Context: an optimization exercise on an open-source flow, tuned for small area. The choices shown serve that exercise and are no tape-out recipe.
At most, simulation tests tie the RTL to the original design; equivalence was not proved.
Only the layout flow was run in run 2; the RTL was not checked for function there.

==> flow/design.v, too long to show whole: its modules and the start of the top module <==
// module cordic_pipeline: 1615 lines
// module cordic_fa: 4 lines
module cordic_pipeline(
    input  wire         clk,
    input  wire         rst,
    input  wire         valid_in,
    input  wire  signed [15:0] x_in,
    input  wire  signed [15:0] y_in,
    output reg   signed [15:0] magnitude,
    output reg          valid
);
  // ...
==> flow/flow/run.sh <==
#!/bin/bash
set -euo pipefail
CTS="-sink_clustering_enable -repair_clock_nets -dont_use_dummy_load"
CTS="$CTS -buf_list sky130_fd_sc_hd__clkbuf_8 -sink_clustering_size 20 -sink_clustering_max_diameter 60"
bash standard.sh "CTS_ARGS=$CTS" "BUFFER_PORTS_ARGS=-buffer_cell sky130_fd_sc_hd__buf_1" RECOVER_POWER=100 finish > flow_make.log 2>&1
==> flow/standard.sh <==
#!/bin/bash
# synth_recipe.tcl (not shown) runs the flow's synth.tcl, then flattens the netlist and writes it again
# the make line also repeats each setting of config.mk as NAME=value (left out here)
make -C /OpenROAD-flow-scripts/flow DESIGN_CONFIG=/design/flow/config.mk WORK_HOME=/design/flow/orfs CLKGATE_MAP_FILE= SYNTH_SCRIPT=/design/flow/synth_recipe.tcl "${@:-finish}"
==> flow/config.mk <==
export PLATFORM = sky130hd
export DESIGN_NAME = cordic_pipeline
export DESIGN_NICKNAME = cordic_pipeline
export VERILOG_FILES = /design/flow/design.v
export SDC_FILE = /design/flow/constraint.sdc
export NUM_CORES = 4
export LEC_CHECK = 0
export CAP_MARGIN = 20
export CORE_MARGIN = 2
export CORE_UTILIZATION = 60
export CTS_BUF_LIST = sky130_fd_sc_hd__clkbuf_8
export CTS_CLUSTER_DIAMETER = 60
export CTS_CLUSTER_SIZE = 20
export PLACE_DENSITY = 0.7
export SLEW_MARGIN = 20
export SYNTH_HIERARCHICAL = 1
export SYNTH_MINIMUM_KEEP_SIZE = 0
==> flow/constraint.sdc <==
create_clock -name core_clock -period 5.0 [get_ports {clk}]
set_input_delay 1.0000 -clock core_clock [delete_from_list [all_inputs] [get_ports {clk}]]
set_output_delay 1.0000 -clock core_clock [all_outputs]
set_load 0.01 [all_outputs]
==> summary.txt, run 1 <==
Setup path
  • Worst EP arrival: 3910 ps
  • Crit-path slowest cell: dfxtp_4
  • FF-to-FF End: rx1[15]
  • Worst R2R Setup Slack: 130 ps
  • Largest fanout on the critical path: 7
  • Buf/Inv on CP: 3
  • Stages on worst setup path: 15

Synthesis
  • Cells after synthesis: 1864
  • Post-synth top area cell: dfxtp_1

Timing
  • Hold Vio Cnt, Final: 0

Final layout
  • Clock buf/inv share: 0.0194
  • Fraction of area in multi-input gates: 0.535
  • Clock buffers: 34
  • Count of multi-input gates: 1237

Clock network
  • Maximum clock path buffer count: 3
  • Root Buffer: clkbuf_8

Placement
  • Dpl cells: 2387
  • DP HPWL: 28.8 mm

GRT
  • Global route overflow: 0
  • Antenna violations before repair: 0
  • Largest net degree at the start of global routing: 21

Floorplanning
  • Die Wd: 196 um

Run status
  • Status: no timing/DRC/antenna violations

Route
  • Residual DRC count: 0
==> run 2: changes to the inputs <==
--- a/flow/design.v
+++ b/flow/design.v
@@ -9,3 +9,2 @@
 );
-    wire [15:0] x0 = x_in;
     wire        s0 = y_in[15];
@@ -13,3 +12,3 @@
     wire [15:0] xo1 = ~(u0 >> 0) & 16'hffff;
-    wire [15:0] ad1a = x0, ad1b = xo1;
+    wire [15:0] ad1a = x_in, ad1b = xo1;
     wire [15:0] ad1g = ad1a & ad1b, ad1p = ad1a ^ ad1b;
@@ -72,3 +71,3 @@
     wire [15:0] xn1 = ad1;
-    wire [15:0] xsh1 = x0;
+    wire [15:0] xsh1 = x_in;
     wire [15:0] ad2a = u0, ad2b = xsh1;
@@ -131,11 +130,9 @@
     wire [15:0] ad2 = ad2p ^ ad2c[15:0];
-    wire [15:0] w1 = ad2;
-    wire [15:0] un1 = {1'b1, w1[14:0] ^ {15{~w1[15]}}};
-    wire        sn1 = w1[15] ^ ~s0;
+    wire [15:0] q1 = ad2;
+    wire        sn1 = q1[15] ^ ~s0;
     reg [15:0] rx0; reg [14:0] ru0; reg rs0;
-    always @(posedge clk) begin rx0 <= xn1; ru0 <= un1[14:0]; rs0 <= sn1; end
+    always @(posedge clk) begin rx0 <= xn1; ru0 <= q1[14:0] ^ {15{~q1[15]}}; rs0 <= sn1; end
     wire [15:0] ux0 = {1'b1, ru0};
-    wire [15:0] xx0 = rx0;
     wire [15:0] xo2 = ~(ux0 >> 1) & 16'h7fff;
-    wire [15:0] ad3a = xx0, ad3b = xo2;
+    wire [15:0] ad3a = rx0, ad3b = xo2;
     wire [15:0] ad3g = ad3a & ad3b, ad3p = ad3a ^ ad3b;
@@ -192,3 +189,3 @@
     wire [15:0] xn2 = ad3;
-    wire [15:0] xsh2 = {{1{xx0[15]}}, xx0[15:1]};
+    wire [15:0] xsh2 = {{1{rx0[15]}}, rx0[15:1]};
     wire [15:0] ad4a = ux0, ad4b = xsh2;
@@ -246,11 +243,9 @@
     wire [15:0] ad4 = {ad4p[15:8] ^ ad4c[15:8], ad4fs};
-    wire [15:0] w2 = ad4;
-    wire [15:0] un2 = {1'b1, w2[14:0] ^ {15{~w2[15]}}};
-    wire        sn2 = w2[15] ^ ~rs0;
+    wire [15:0] q2 = ad4;
+    wire        sn2 = q2[15] ^ ~rs0;
     reg [15:0] rx1; reg [14:0] ru1; reg rs1;
-    always @(posedge clk) begin rx1 <= xn2; ru1 <= un2[14:0]; rs1 <= sn2; end
+    always @(posedge clk) begin rx1 <= xn2; ru1 <= q2[14:0] ^ {15{~q2[15]}}; rs1 <= sn2; end
     wire [15:0] ux1 = {1'b1, ru1};
-    wire [15:0] xx1 = rx1;
     wire [15:0] xo3 = ~(ux1 >> 2) & 16'h3fff;
-    wire [15:0] ad5a = xx1, ad5b = xo3;
+    wire [15:0] ad5a = rx1, ad5b = xo3;
     wire [15:0] ad5g = ad5a & ad5b, ad5p = ad5a ^ ad5b;
@@ -307,3 +302,3 @@
     wire [15:0] xn3 = ad5;
-    wire [15:0] xsh3 = {{2{xx1[15]}}, xx1[15:2]};
+    wire [15:0] xsh3 = {{2{rx1[15]}}, rx1[15:2]};
     wire [15:0] ad6a = ux1, ad6b = xsh3;
@@ -361,11 +356,9 @@
     wire [15:0] ad6 = {ad6p[15:8] ^ ad6c[15:8], ad6fs};
-    wire [15:0] w3 = ad6;
-    wire [15:0] un3 = {1'b1, w3[14:0] ^ {15{~w3[15]}}};
-    wire        sn3 = w3[15] ^ ~rs1;
+    wire [15:0] q3 = ad6;
+    wire        sn3 = q3[15] ^ ~rs1;
     reg [15:0] rx2; reg [14:0] ru2; reg rs2;
-    always @(posedge clk) begin rx2 <= xn3; ru2 <= un3[14:0]; rs2 <= sn3; end
+    always @(posedge clk) begin rx2 <= xn3; ru2 <= q3[14:0] ^ {15{~q3[15]}}; rs2 <= sn3; end
     wire [15:0] ux2 = {1'b1, ru2};
-    wire [15:0] xx2 = rx2;
     wire [15:0] xo4 = ~(ux2 >> 3) & 16'h1fff;
-    wire [15:0] ad7a = xx2, ad7b = xo4;
+    wire [15:0] ad7a = rx2, ad7b = xo4;
     wire [15:0] ad7g = ad7a & ad7b, ad7p = ad7a ^ ad7b;
@@ -422,3 +415,3 @@
     wire [15:0] xn4 = ad7;
-    wire [15:0] xsh4 = {{3{xx2[15]}}, xx2[15:3]};
+    wire [15:0] xsh4 = {{3{rx2[15]}}, rx2[15:3]};
     wire [15:0] ad8a = ux2, ad8b = xsh4;
@@ -476,11 +469,9 @@
     wire [15:0] ad8 = {ad8p[15:8] ^ ad8c[15:8], ad8fs};
-    wire [15:0] w4 = ad8;
-    wire [15:0] un4 = {1'b1, w4[14:0] ^ {15{~w4[15]}}};
-    wire        sn4 = w4[15] ^ ~rs2;
+    wire [15:0] q4 = ad8;
+    wire        sn4 = q4[15] ^ ~rs2;
     reg [15:0] rx3; reg [14:0] ru3; reg rs3;
-    always @(posedge clk) begin rx3 <= xn4; ru3 <= un4[14:0]; rs3 <= sn4; end
+    always @(posedge clk) begin rx3 <= xn4; ru3 <= q4[14:0] ^ {15{~q4[15]}}; rs3 <= sn4; end
     wire [15:0] ux3 = {1'b1, ru3};
-    wire [15:0] xx3 = rx3;
     wire [15:0] xo5 = ~(ux3 >> 4) & 16'h0fff;
-    wire [15:0] ad9a = xx3, ad9b = xo5;
+    wire [15:0] ad9a = rx3, ad9b = xo5;
     wire [15:0] ad9g = ad9a & ad9b, ad9p = ad9a ^ ad9b;
@@ -537,3 +528,3 @@
     wire [15:0] xn5 = ad9;
-    wire [15:0] xsh5 = {{4{xx3[15]}}, xx3[15:4]};
+    wire [15:0] xsh5 = {{4{rx3[15]}}, rx3[15:4]};
     wire [15:0] ad10a = ux3, ad10b = xsh5;
@@ -591,11 +582,9 @@
     wire [15:0] ad10 = {ad10p[15:8] ^ ad10c[15:8], ad10fs};
-    wire [15:0] w5 = ad10;
-    wire [15:0] un5 = {1'b1, w5[14:0] ^ {15{~w5[15]}}};
-    wire        sn5 = w5[15] ^ ~rs3;
+    wire [15:0] q5 = ad10;
+    wire        sn5 = q5[15] ^ ~rs3;
     reg [15:0] rx4; reg [14:0] ru4; reg rs4;
-    always @(posedge clk) begin rx4 <= xn5; ru4 <= un5[14:0]; rs4 <= sn5; end
+    always @(posedge clk) begin rx4 <= xn5; ru4 <= q5[14:0] ^ {15{~q5[15]}}; rs4 <= sn5; end
     wire [15:0] ux4 = {1'b1, ru4};
-    wire [15:0] xx4 = rx4;
     wire [15:0] xo6 = ~(ux4 >> 5) & 16'h07ff;
-    wire [15:0] ad11a = xx4, ad11b = xo6;
+    wire [15:0] ad11a = rx4, ad11b = xo6;
     wire [15:0] ad11g = ad11a & ad11b, ad11p = ad11a ^ ad11b;
@@ -652,3 +641,3 @@
     wire [15:0] xn6 = ad11;
-    wire [15:0] xsh6 = {{5{xx4[15]}}, xx4[15:5]};
+    wire [15:0] xsh6 = {{5{rx4[15]}}, rx4[15:5]};
     wire [15:0] ad12a = ux4, ad12b = xsh6;
@@ -706,11 +695,9 @@
     wire [15:0] ad12 = {ad12p[15:8] ^ ad12c[15:8], ad12fs};
-    wire [15:0] w6 = ad12;
-    wire [15:0] un6 = {1'b1, w6[14:0] ^ {15{~w6[15]}}};
-    wire        sn6 = w6[15] ^ ~rs4;
+    wire [15:0] q6 = ad12;
+    wire        sn6 = q6[15] ^ ~rs4;
     reg [15:0] rx5; reg [14:0] ru5; reg rs5;
-    always @(posedge clk) begin rx5 <= xn6; ru5 <= un6[14:0]; rs5 <= sn6; end
+    always @(posedge clk) begin rx5 <= xn6; ru5 <= q6[14:0] ^ {15{~q6[15]}}; rs5 <= sn6; end
     wire [15:0] ux5 = {1'b1, ru5};
-    wire [15:0] xx5 = rx5;
     wire [15:0] xo7 = ~(ux5 >> 6) & 16'h03ff;
-    wire [15:0] ad13a = xx5, ad13b = xo7;
+    wire [15:0] ad13a = rx5, ad13b = xo7;
     wire [15:0] ad13g = ad13a & ad13b, ad13p = ad13a ^ ad13b;
@@ -767,3 +754,3 @@
     wire [15:0] xn7 = ad13;
-    wire [15:0] xsh7 = {{6{xx5[15]}}, xx5[15:6]};
+    wire [15:0] xsh7 = {{6{rx5[15]}}, rx5[15:6]};
     wire [15:0] ad14a = ux5, ad14b = xsh7;
@@ -821,11 +808,9 @@
     wire [15:0] ad14 = {ad14p[15:8] ^ ad14c[15:8], ad14fs};
-    wire [15:0] w7 = ad14;
-    wire [15:0] un7 = {1'b1, w7[14:0] ^ {15{~w7[15]}}};
-    wire        sn7 = w7[15] ^ ~rs5;
+    wire [15:0] q7 = ad14;
+    wire        sn7 = q7[15] ^ ~rs5;
     reg [15:0] rx6; reg [14:0] ru6; reg rs6;
-    always @(posedge clk) begin rx6 <= xn7; ru6 <= un7[14:0]; rs6 <= sn7; end
+    always @(posedge clk) begin rx6 <= xn7; ru6 <= q7[14:0] ^ {15{~q7[15]}}; rs6 <= sn7; end
     wire [15:0] ux6 = {1'b1, ru6};
-    wire [15:0] xx6 = rx6;
     wire [15:0] xo8 = ~(ux6 >> 7) & 16'h01ff;
-    wire [15:0] ad15a = xx6, ad15b = xo8;
+    wire [15:0] ad15a = rx6, ad15b = xo8;
     wire [15:0] ad15g = ad15a & ad15b, ad15p = ad15a ^ ad15b;
@@ -882,3 +867,3 @@
     wire [15:0] xn8 = ad15;
-    wire [15:0] xsh8 = {{7{xx6[15]}}, xx6[15:7]};
+    wire [15:0] xsh8 = {{7{rx6[15]}}, rx6[15:7]};
     wire [15:0] ad16a = ux6, ad16b = xsh8;
@@ -936,11 +921,9 @@
     wire [15:0] ad16 = {ad16p[15:8] ^ ad16c[15:8], ad16fs};
-    wire [15:0] w8 = ad16;
-    wire [15:0] un8 = {1'b1, w8[14:0] ^ {15{~w8[15]}}};
-    wire        sn8 = w8[15] ^ ~rs6;
-    reg [15:0] rx7; reg [14:0] ru7; reg rs7;
-    always @(posedge clk) begin rx7 <= xn8; ru7 <= un8[14:0]; rs7 <= sn8; end
-    wire [15:0] ux7 = {1'b1, ru7};
-    wire [15:0] xx7 = rx7;
-    wire [15:0] xo9 = ~(ux7 >> 8) & 16'h00ff;
-    wire [15:0] ad17a = xx7, ad17b = xo9;
+    wire [15:0] q8 = ad16;
+    wire        sn8 = q8[15] ^ ~rs6;
+    reg [15:0] rx7; reg [15:0] rr7; reg rs7;
+    always @(posedge clk) begin rx7 <= xn8; rr7 <= q8; rs7 <= sn8; end
+    wire [15:0] nu9 = rr7 ^ {16{rr7[15]}};
+    wire [15:0] xo9 = (nu9 >> 8) & 16'h00ff;
+    wire [15:0] ad17a = rx7, ad17b = xo9;
     wire [15:0] ad17g = ad17a & ad17b, ad17p = ad17a ^ ad17b;
@@ -998,4 +981,6 @@
     wire [15:0] xn9 = ad17;
-    wire [15:0] xsh9 = {{8{xx7[15]}}, xx7[15:8]};
-    wire [15:0] ad18a = ux7, ad18b = xsh9;
+    wire [15:0] xsh9 = {{8{rx7[15]}}, rx7[15:8]};
+    wire        g9 = ~rr7[15];
+    wire [15:0] xg9 = xsh9 ^ {16{g9}};
+    wire [15:0] ad18a = rr7, ad18b = xg9;
     wire [15:0] ad18g = ad18a & ad18b, ad18p = ad18a ^ ad18b;
@@ -1003,5 +988,4 @@
     wire [7:0] ad18fs;
-    assign ad18c[0] = 1'b0;
-    assign ad18fs[0] = ad18a[0] ^ ad18b[0];
-    assign ad18c[1] = ad18a[0] & ad18b[0];
+    assign ad18c[0] = g9;
+    cordic_fa ad18_fa0 (.a(ad18a[0]), .b(ad18b[0]), .c(ad18c[0]), .s(ad18fs[0]), .co(ad18c[1]));
     cordic_fa ad18_fa1 (.a(ad18a[1]), .b(ad18b[1]), .c(ad18c[1]), .s(ad18fs[1]), .co(ad18c[2]));
@@ -1052,11 +1036,9 @@
     wire [15:0] ad18 = {ad18p[15:8] ^ ad18c[15:8], ad18fs};
-    wire [15:0] w9 = ad18;
-    wire [15:0] un9 = {1'b1, w9[14:0] ^ {15{~w9[15]}}};
-    wire        sn9 = w9[15] ^ ~rs7;
-    reg [15:0] rx8; reg [14:0] ru8; reg rs8;
-    always @(posedge clk) begin rx8 <= xn9; ru8 <= un9[14:0]; rs8 <= sn9; end
-    wire [15:0] ux8 = {1'b1, ru8};
-    wire [15:0] xx8 = rx8;
-    wire [15:0] xo10 = ~(ux8 >> 9) & 16'h007f;
-    wire [15:0] ad19a = xx8, ad19b = xo10;
+    wire [15:0] q9 = ad18;
+    wire        sn9 = q9[15] ^ g9 ^ ~rs7;
+    reg [15:0] rx8; reg [15:0] rr8; reg rs8;
+    always @(posedge clk) begin rx8 <= xn9; rr8 <= q9; rs8 <= sn9; end
+    wire [15:0] nu10 = rr8 ^ {16{rr8[15]}};
+    wire [15:0] xo10 = (nu10 >> 9) & 16'h007f;
+    wire [15:0] ad19a = rx8, ad19b = xo10;
     wire [15:0] ad19g = ad19a & ad19b, ad19p = ad19a ^ ad19b;
@@ -1115,4 +1097,6 @@
     wire [15:0] xn10 = ad19;
-    wire [15:0] xsh10 = {{9{xx8[15]}}, xx8[15:9]};
-    wire [15:0] ad20a = ux8, ad20b = xsh10;
+    wire [15:0] xsh10 = {{9{rx8[15]}}, rx8[15:9]};
+    wire        g10 = ~rr8[15];
+    wire [15:0] xg10 = xsh10 ^ {16{g10}};
+    wire [15:0] ad20a = rr8, ad20b = xg10;
     wire [15:0] ad20g = ad20a & ad20b, ad20p = ad20a ^ ad20b;
@@ -1120,5 +1104,4 @@
     wire [7:0] ad20fs;
-    assign ad20c[0] = 1'b0;
-    assign ad20fs[0] = ad20a[0] ^ ad20b[0];
-    assign ad20c[1] = ad20a[0] & ad20b[0];
+    assign ad20c[0] = g10;
+    cordic_fa ad20_fa0 (.a(ad20a[0]), .b(ad20b[0]), .c(ad20c[0]), .s(ad20fs[0]), .co(ad20c[1]));
     cordic_fa ad20_fa1 (.a(ad20a[1]), .b(ad20b[1]), .c(ad20c[1]), .s(ad20fs[1]), .co(ad20c[2]));
@@ -1169,11 +1152,9 @@
     wire [15:0] ad20 = {ad20p[15:8] ^ ad20c[15:8], ad20fs};
-    wire [15:0] w10 = ad20;
-    wire [15:0] un10 = {1'b1, w10[14:0] ^ {15{~w10[15]}}};
-    wire        sn10 = w10[15] ^ ~rs8;
-    reg [15:0] rx9; reg [14:0] ru9; reg rs9;
-    always @(posedge clk) begin rx9 <= xn10; ru9 <= un10[14:0]; rs9 <= sn10; end
-    wire [15:0] ux9 = {1'b1, ru9};
-    wire [15:0] xx9 = rx9;
-    wire [15:0] xo11 = ~(ux9 >> 10) & 16'h003f;
-    wire [15:0] ad21a = xx9, ad21b = xo11;
+    wire [15:0] q10 = ad20;
+    wire        sn10 = q10[15] ^ g10 ^ ~rs8;
+    reg [15:0] rx9; reg [15:0] rr9; reg rs9;
+    always @(posedge clk) begin rx9 <= xn10; rr9 <= q10; rs9 <= sn10; end
+    wire [15:0] nu11 = rr9 ^ {16{rr9[15]}};
+    wire [15:0] xo11 = (nu11 >> 10) & 16'h003f;
+    wire [15:0] ad21a = rx9, ad21b = xo11;
     wire [15:0] ad21g = ad21a & ad21b, ad21p = ad21a ^ ad21b;
@@ -1233,4 +1214,6 @@
     wire [15:0] xn11 = ad21;
-    wire [15:0] xsh11 = {{10{xx9[15]}}, xx9[15:10]};
-    wire [15:0] ad22a = ux9, ad22b = xsh11;
+    wire [15:0] xsh11 = {{10{rx9[15]}}, rx9[15:10]};
+    wire        g11 = ~rr9[15];
+    wire [15:0] xg11 = xsh11 ^ {16{g11}};
+    wire [15:0] ad22a = rr9, ad22b = xg11;
     wire [15:0] ad22g = ad22a & ad22b, ad22p = ad22a ^ ad22b;
@@ -1238,5 +1221,4 @@
     wire [7:0] ad22fs;
-    assign ad22c[0] = 1'b0;
-    assign ad22fs[0] = ad22a[0] ^ ad22b[0];
-    assign ad22c[1] = ad22a[0] & ad22b[0];
+    assign ad22c[0] = g11;
+    cordic_fa ad22_fa0 (.a(ad22a[0]), .b(ad22b[0]), .c(ad22c[0]), .s(ad22fs[0]), .co(ad22c[1]));
     cordic_fa ad22_fa1 (.a(ad22a[1]), .b(ad22b[1]), .c(ad22c[1]), .s(ad22fs[1]), .co(ad22c[2]));
@@ -1287,11 +1269,9 @@
     wire [15:0] ad22 = {ad22p[15:8] ^ ad22c[15:8], ad22fs};
-    wire [15:0] w11 = ad22;
-    wire [15:0] un11 = {1'b1, w11[14:0] ^ {15{~w11[15]}}};
-    wire        sn11 = w11[15] ^ ~rs9;
-    reg [15:0] rx10; reg [14:0] ru10; reg rs10;
-    always @(posedge clk) begin rx10 <= xn11; ru10 <= un11[14:0]; rs10 <= sn11; end
-    wire [15:0] ux10 = {1'b1, ru10};
-    wire [15:0] xx10 = rx10;
-    wire [15:0] xo12 = ~(ux10 >> 11) & 16'h001f;
-    wire [15:0] ad23a = xx10, ad23b = xo12;
+    wire [15:0] q11 = ad22;
+    wire        sn11 = q11[15] ^ g11 ^ ~rs9;
+    reg [15:0] rx10; reg [15:0] rr10; reg rs10;
+    always @(posedge clk) begin rx10 <= xn11; rr10 <= q11; rs10 <= sn11; end
+    wire [15:0] nu12 = rr10 ^ {16{rr10[15]}};
+    wire [15:0] xo12 = (nu12 >> 11) & 16'h001f;
+    wire [15:0] ad23a = rx10, ad23b = xo12;
     wire [15:0] ad23g = ad23a & ad23b, ad23p = ad23a ^ ad23b;
@@ -1352,4 +1332,6 @@
     wire [15:0] xn12 = ad23;
-    wire [15:0] xsh12 = {{11{xx10[15]}}, xx10[15:11]};
-    wire [15:0] ad24a = ux10, ad24b = xsh12;
+    wire [15:0] xsh12 = {{11{rx10[15]}}, rx10[15:11]};
+    wire        g12 = ~rr10[15];
+    wire [15:0] xg12 = xsh12 ^ {16{g12}};
+    wire [15:0] ad24a = rr10, ad24b = xg12;
     wire [15:0] ad24g = ad24a & ad24b, ad24p = ad24a ^ ad24b;
@@ -1357,5 +1339,4 @@
     wire [7:0] ad24fs;
-    assign ad24c[0] = 1'b0;
-    assign ad24fs[0] = ad24a[0] ^ ad24b[0];
-    assign ad24c[1] = ad24a[0] & ad24b[0];
+    assign ad24c[0] = g12;
+    cordic_fa ad24_fa0 (.a(ad24a[0]), .b(ad24b[0]), .c(ad24c[0]), .s(ad24fs[0]), .co(ad24c[1]));
     cordic_fa ad24_fa1 (.a(ad24a[1]), .b(ad24b[1]), .c(ad24c[1]), .s(ad24fs[1]), .co(ad24c[2]));
@@ -1406,11 +1387,9 @@
     wire [15:0] ad24 = {ad24p[15:8] ^ ad24c[15:8], ad24fs};
-    wire [15:0] w12 = ad24;
-    wire [15:0] un12 = {1'b1, w12[14:0] ^ {15{~w12[15]}}};
-    wire        sn12 = w12[15] ^ ~rs10;
-    reg [15:0] rx11; reg [14:0] ru11; reg rs11;
-    always @(posedge clk) begin rx11 <= xn12; ru11 <= un12[14:0]; rs11 <= sn12; end
-    wire [15:0] ux11 = {1'b1, ru11};
-    wire [15:0] xx11 = rx11;
-    wire [15:0] xo13 = ~(ux11 >> 12) & 16'h000f;
-    wire [15:0] ad25a = xx11, ad25b = xo13;
+    wire [15:0] q12 = ad24;
+    wire        sn12 = q12[15] ^ g12 ^ ~rs10;
+    reg [15:0] rx11; reg [15:0] rr11; reg rs11;
+    always @(posedge clk) begin rx11 <= xn12; rr11 <= q12; rs11 <= sn12; end
+    wire [15:0] nu13 = rr11 ^ {16{rr11[15]}};
+    wire [15:0] xo13 = (nu13 >> 12) & 16'h000f;
+    wire [15:0] ad25a = rx11, ad25b = xo13;
     wire [15:0] ad25g = ad25a & ad25b, ad25p = ad25a ^ ad25b;
@@ -1472,4 +1451,6 @@
     wire [15:0] xn13 = ad25;
-    wire [15:0] xsh13 = {{12{xx11[15]}}, xx11[15:12]};
-    wire [15:0] ad26a = ux11, ad26b = xsh13;
+    wire [15:0] xsh13 = {{12{rx11[15]}}, rx11[15:12]};
+    wire        g13 = ~rr11[15];
+    wire [15:0] xg13 = xsh13 ^ {16{g13}};
+    wire [15:0] ad26a = rr11, ad26b = xg13;
     wire [15:0] ad26g = ad26a & ad26b, ad26p = ad26a ^ ad26b;
@@ -1477,5 +1458,4 @@
     wire [7:0] ad26fs;
-    assign ad26c[0] = 1'b0;
-    assign ad26fs[0] = ad26a[0] ^ ad26b[0];
-    assign ad26c[1] = ad26a[0] & ad26b[0];
+    assign ad26c[0] = g13;
+    cordic_fa ad26_fa0 (.a(ad26a[0]), .b(ad26b[0]), .c(ad26c[0]), .s(ad26fs[0]), .co(ad26c[1]));
     cordic_fa ad26_fa1 (.a(ad26a[1]), .b(ad26b[1]), .c(ad26c[1]), .s(ad26fs[1]), .co(ad26c[2]));
@@ -1526,15 +1506,14 @@
     wire [15:0] ad26 = {ad26p[15:8] ^ ad26c[15:8], ad26fs};
-    wire [15:0] w13 = ad26;
-    wire [15:0] un13 = {1'b1, w13[14:0] ^ {15{~w13[15]}}};
-    wire        sn13 = w13[15] ^ ~rs11;
-    reg [15:0] rx12; reg [14:0] ru12; reg rs12;
-    always @(posedge clk) begin rx12 <= xn13; ru12 <= un13[14:0]; rs12 <= sn13; end
-    wire [15:0] ux12 = {1'b1, ru12};
-    wire [15:0] xx12 = rx12;
-    wire [15:0] x14 = xx12 + {14'd0, ~ux12[14:13]} + {15'd0, rs12};
-    wire [15:0] xsh14 = {{13{xx12[15]}}, xx12[15:13]};
-    wire [15:0] ad27a = ux12, ad27b = xsh14;
+    wire [15:0] q13 = ad26;
+    wire        sn13 = q13[15] ^ g13 ^ ~rs11;
+    reg [15:0] rx12; reg [15:0] rr12; reg rs12;
+    always @(posedge clk) begin rx12 <= xn13; rr12 <= q13; rs12 <= sn13; end
+    wire [15:0] xsh14 = {{13{rx12[15]}}, rx12[15:13]};
+    wire [15:0] x14 = rx12 + {14'd0, rr12[14:13] ^ {2{rr12[15]}}} + {15'd0, rs12};
+    wire g14 = ~rr12[15];
+    wire [15:0] xg14 = xsh14 ^ {16{g14}};
+    wire [15:0] ad27a = rr12, ad27b = xg14;
     wire [15:0] ad27g = ad27a & ad27b, ad27p = ad27a ^ ad27b;
     wire [16:0] ad27c;
-    assign ad27c[0] = 1'b0;
+    assign ad27c[0] = g14;
     wire ad27G1 = ad27g[1] | (ad27p[1] & (ad27g[0] | (ad27p[0] & ad27c[0])));
@@ -1593,5 +1572,5 @@
     wire [15:0] ad27 = ad27p ^ ad27c[15:0];
-    wire [15:0] w14 = ad27;
-    wire u14b = w14[14] ^ ~w14[15];
-    wire s14 = w14[15] ^ ~rs12;
+    wire [15:0] q14 = ad27;
+    wire u14b = q14[14] ^ ~q14[15];
+    wire s14 = q14[15] ^ g14 ^ ~rs12;
     wire e15 = (x14[0] & ~u14b) | (x14[0] & s14) | (~u14b & s14);
@@ -1603,4 +1582,3 @@
     end endgenerate
-    wire [14:0] xn15h = x14[15:1] ^ ({15{e15}} & ones15);
-    wire [15:0] xn15 = {xn15h, 1'b0};
+    wire [14:0] x15h = x14[15:1] ^ ({15{e15}} & ones15);
     reg [12:0] vp;
@@ -1611,3 +1589,3 @@
     always @(*) begin
-        magnitude = {xn15[15], xn15[15:1]};
+        magnitude = {x15h[14], x15h};
         valid = vp[12];
==> flow/flow/run.sh (replaced) <==
#!/bin/bash
set -euo pipefail
CTS="-sink_clustering_enable -repair_clock_nets -dont_use_dummy_load"
CTS="$CTS -buf_list sky130_fd_sc_hd__clkbuf_8 -sink_clustering_size 20 -sink_clustering_max_diameter 60"
bash standard.sh "CTS_ARGS=$CTS" "BUFFER_PORTS_ARGS=-buffer_cell sky130_fd_sc_hd__buf_1" finish > flow_make.log 2>&1
==> run 2 against run 1 <==
Net effect: now fails the layout checks on setup timing; first-iteration DRC count is 23% lower; sequential share of layout area grew 1.0 points; hold slack better by 26 ps; non-clock buffer count rose by 34; critical path depth is 3 higher; via count fell by 4.8%; largest cell class unchanged.
==> summary.txt, run 2 <==
Final layout
  • Multi-input logic area: 0.0125 mm2
  • Area Overhead vs Synth: 10.7%
  • Fill count: 2665
  • Final nets: 2322
  • Most frequent cells in the layout: dfxtp_1, xnor2_1, ha_1, xor2_1, fa_1
  • Register area: 0.00873 mm2
  • Share of layout cells above drive strength 1: 0.140
  • Most common cell after layout, fill and taps aside: dfxtp_1
  • ANT cells: 0

Timing
  • Min Tclk post-route: 5090 ps
  • Max-slew violations: 0
  • Unrepaired setup endpoints after global routing: yes
  • Final Setup Violations: 6
  • Final period util: 1.02
  • Fin Hold WS: 428 ps
  • PnR worst setup slack: -88.7 ps
  • Maximum clock frequency: 0.197 GHz
  • Slew at the pin with the worst max-slew slack: 582 ps
  • Setup Skew: 53.5 ps
  • Hold Vio Cnt, Final: 0 (unchanged)
  • Setup TNS: -315 ps
  • Rel. slew slack: 0.611

Synthesis
  • Cells after synthesis: 1760 (-5.6%)
  • Netlist Area Pre-Place: 0.0215 mm2
  • Count of warnings emitted by yosys: 7
  • Flops & latches, synth: 435
  • Synth area leaders: dfxtp_1, fa_1, ha_1
  • Net count after synthesis: 2175
  • Top post-synthesis cells by count: dfxtp_1, xnor2_1, fa_1
  • Seq/Total Area, Yosys: 0.406
  • Top-area cell type share of the netlist area: 0.406
  • Top_reg_cell synth: dfxtp_1
  • Number of distinct library cells after synthesis: 59
  • Number of flops mapped to enable cells by yosys: 0
  • Mean Syn Cell Area: 12.2 um2
  • Ys async rst share: 0
  • Most common cell in the synthesized netlist: dfxtp_1
  • Post-synth top area cell: dfxtp_1

Placement
  • Count of input and output buffers: 51
  • Routability Congestion: 0.806
  • DP HPWL: 28.2 mm (-2.2%)
  • Placement Setup Slack: -342 ps

Setup path
  • CP Class: reg -> out
  • Critical path capture point type: output port
  • Worst reg2reg path depth: 17
  • Worst R2R Setup Slack: 190 ps (+60 ps)
  • Largest fanout on the critical path: 4 (-3)
  • Worst EP arrival: 4090 ps (+180 ps)
  • Crit path launch type: register
  • Critical Path RT: 4000 ps
  • FF-to-FF End: ru3[8]
  • RR Startpoint: rx2[3]

Worst hold path
  • HP Start: vp[1]
  • Hold path depth: 1
  • Worst Hold End: vp[2]
  • Hold Crit Class: reg -> reg

Clock network
  • CTS Buf Count: 34
  • Clock-pin slew on the worst setup and hold paths: 110 ps
  • Root Buffer: clkbuf_8
  • H-tree depth: 2
  • CTS tree: done
  • Clock latency on the worst-skew pair: 570 ps
  • Maximum clock path buffer count: 3 (unchanged)
  • Cts hold-fix bufs: 0
  • Clk sinks: 435

Route
  • Antenna viol nets, final: 0
  • Drt pass-1 iters: 4
  • Vias per cell: 4.98
  • Total Wirelength: 34.6 mm
  • Vias: 11800
  • DR iter-0 viols: 275
  • Routed WL per cell: 14.6 um
  • Residual DRC count: 0 (unchanged)

Floorplanning
  • Die Y-Extent: 193 um
  • IO Count: 52
  • Die Wd: 193 um (-1.3%)
  • Initial Utilization: 0.606
  • Core Rows: 69
  • Core area: 0.0354 mm2
  • Die area: 0.0373 mm2

Run status
  • Status: finished with violations
  • SO Viols: setup timing

GRT
  • Antenna violations before repair: 0 (unchanged)
  • First-pass GRT wire length: 59.1 mm
  • Largest net degree at the start of global routing: 21 (unchanged)
  • Total track usage: 0.199
  • Number of global-route vias before repair: 12700
  • Global route overflow: 0 (unchanged)

Run
  • Max cap viols: 0
==> run 2: modules after synthesis (local to each module, per instance) <==
module           area (um2)  flops+latches  copies in the design  cells inside
cordic_fa              20.0              0                   170             1
cordic_pipeline       18100            435                     1          1590
==> run 2: worst max path at each step <==
stage,start,end,slack [ps],depth (start not counted)
floorplan,rr10[15],rr11[15],5,17
global placement,rx5[6],ru6[11],-230,15
detailed placement,rx5[6],ru6[1],-340,15
CTS,rr12[15],magnitude[13],-90,15
global route,rr12[15],magnitude[10],-280,17
finish,rr12[15],magnitude[5],-90,18
==> run 2: layout make-up <==
| type | count | share of cell area |
|---|---|---|
| flip-flops and latches | 435 | 0.367 |
| well taps | 461 | 0.0243 |
| multi-input cells | 1154 | 0.526 |
| clock buffers | 34 | 0.0197 |
| repair buffers | 135 | 0.0398 |
| inverters | 147 | 0.0232 |
==> run 2: metal layers <==
layer | routed length, um | up-vias | GRT usage
met5 | 0 | - | 0
met4 | 822 | 0 | 0.0559
met3 | 818 | 54 | 0.0252
met2 | 18600 | 99 | 0.376
met1 | 14400 | 5728 | 0.238
li1 | - | 5906 | -
==> run 2: through the flow <==
stage	std cells	util	cell area, um2
2_1_floorplan	1760	-	21500
3_3_place_gp	2309	0.639	22600
3_5_place_dp	2309	0.639	22600
4_1_cts	2361	0.665	23500
5_1_grt	2366	0.671	23800
6_report	2366	0.671	23800
==> run 2: what timing repair did <==
item	in CTS	in global routing
setup buffers	16	5
gates cloned	2	0
pin swaps	29	16
gates resized for setup	65	64
setup endpoints to repair	94	132
==> run 2: worst max-delay path, stage by stage (launching register included) <==
cell	delay [ps]
dfxtp_4	390
xnor2_4	190
ha_1	280
a21o_1	170
a21oi_2	100
nor2b_1	50
o21ai_1	120
nand2b_1	80
a21oi_2	140
o21ai_2	70
fa_2	540
maj3_2	200
o22ai_4	100
buf_4	160
o41ai_4	330
a31oi_2	80
nor2_1	160
xor2_1	160
buf_2	160
==> run 2: cells by family after synthesis <==
kind of cell | synth area share
xor gates and xnor gates | 0.162
AOI/OAI and AO/OA | 0.0580
and+or+nand+nor | 0.0458
buffers and inverters | 0.0324
DFF | 0.406
muxes | 0.000525
adders and majority gates | 0.295

## afterwards: timing with drivers on the ports
How much do the figures lean on ideal ports? The routed layouts below were timed once more, with nothing changed but the port constraints.
Step 1 sets driving cells, clkbuf_16 on the clock port and buf_2 on the other inputs (assumed; they add their load-dependent delay and slew).
Step 2 adds t to the input delays and takes it off the output delays; t is the mean of the earliest and latest rising clock arrival at the registers after step 1. Input paths then give back, and output paths get back, about the clock's delay inside the block.
a / b / c = ideal / step 1 / step 2; a / b = the first two.
| run | t, ns | slack for setup (ns) | hold slack, ns |
|---|---|---|---|
| run 1 | 0.590 | 0.090 / 0.041 / 0.126 | 0.402 / 0.402 / 0.402 |
| run 2 | 0.593 | -0.089 / -0.136 / 0.192 | 0.428 / 0.428 / 0.428 |
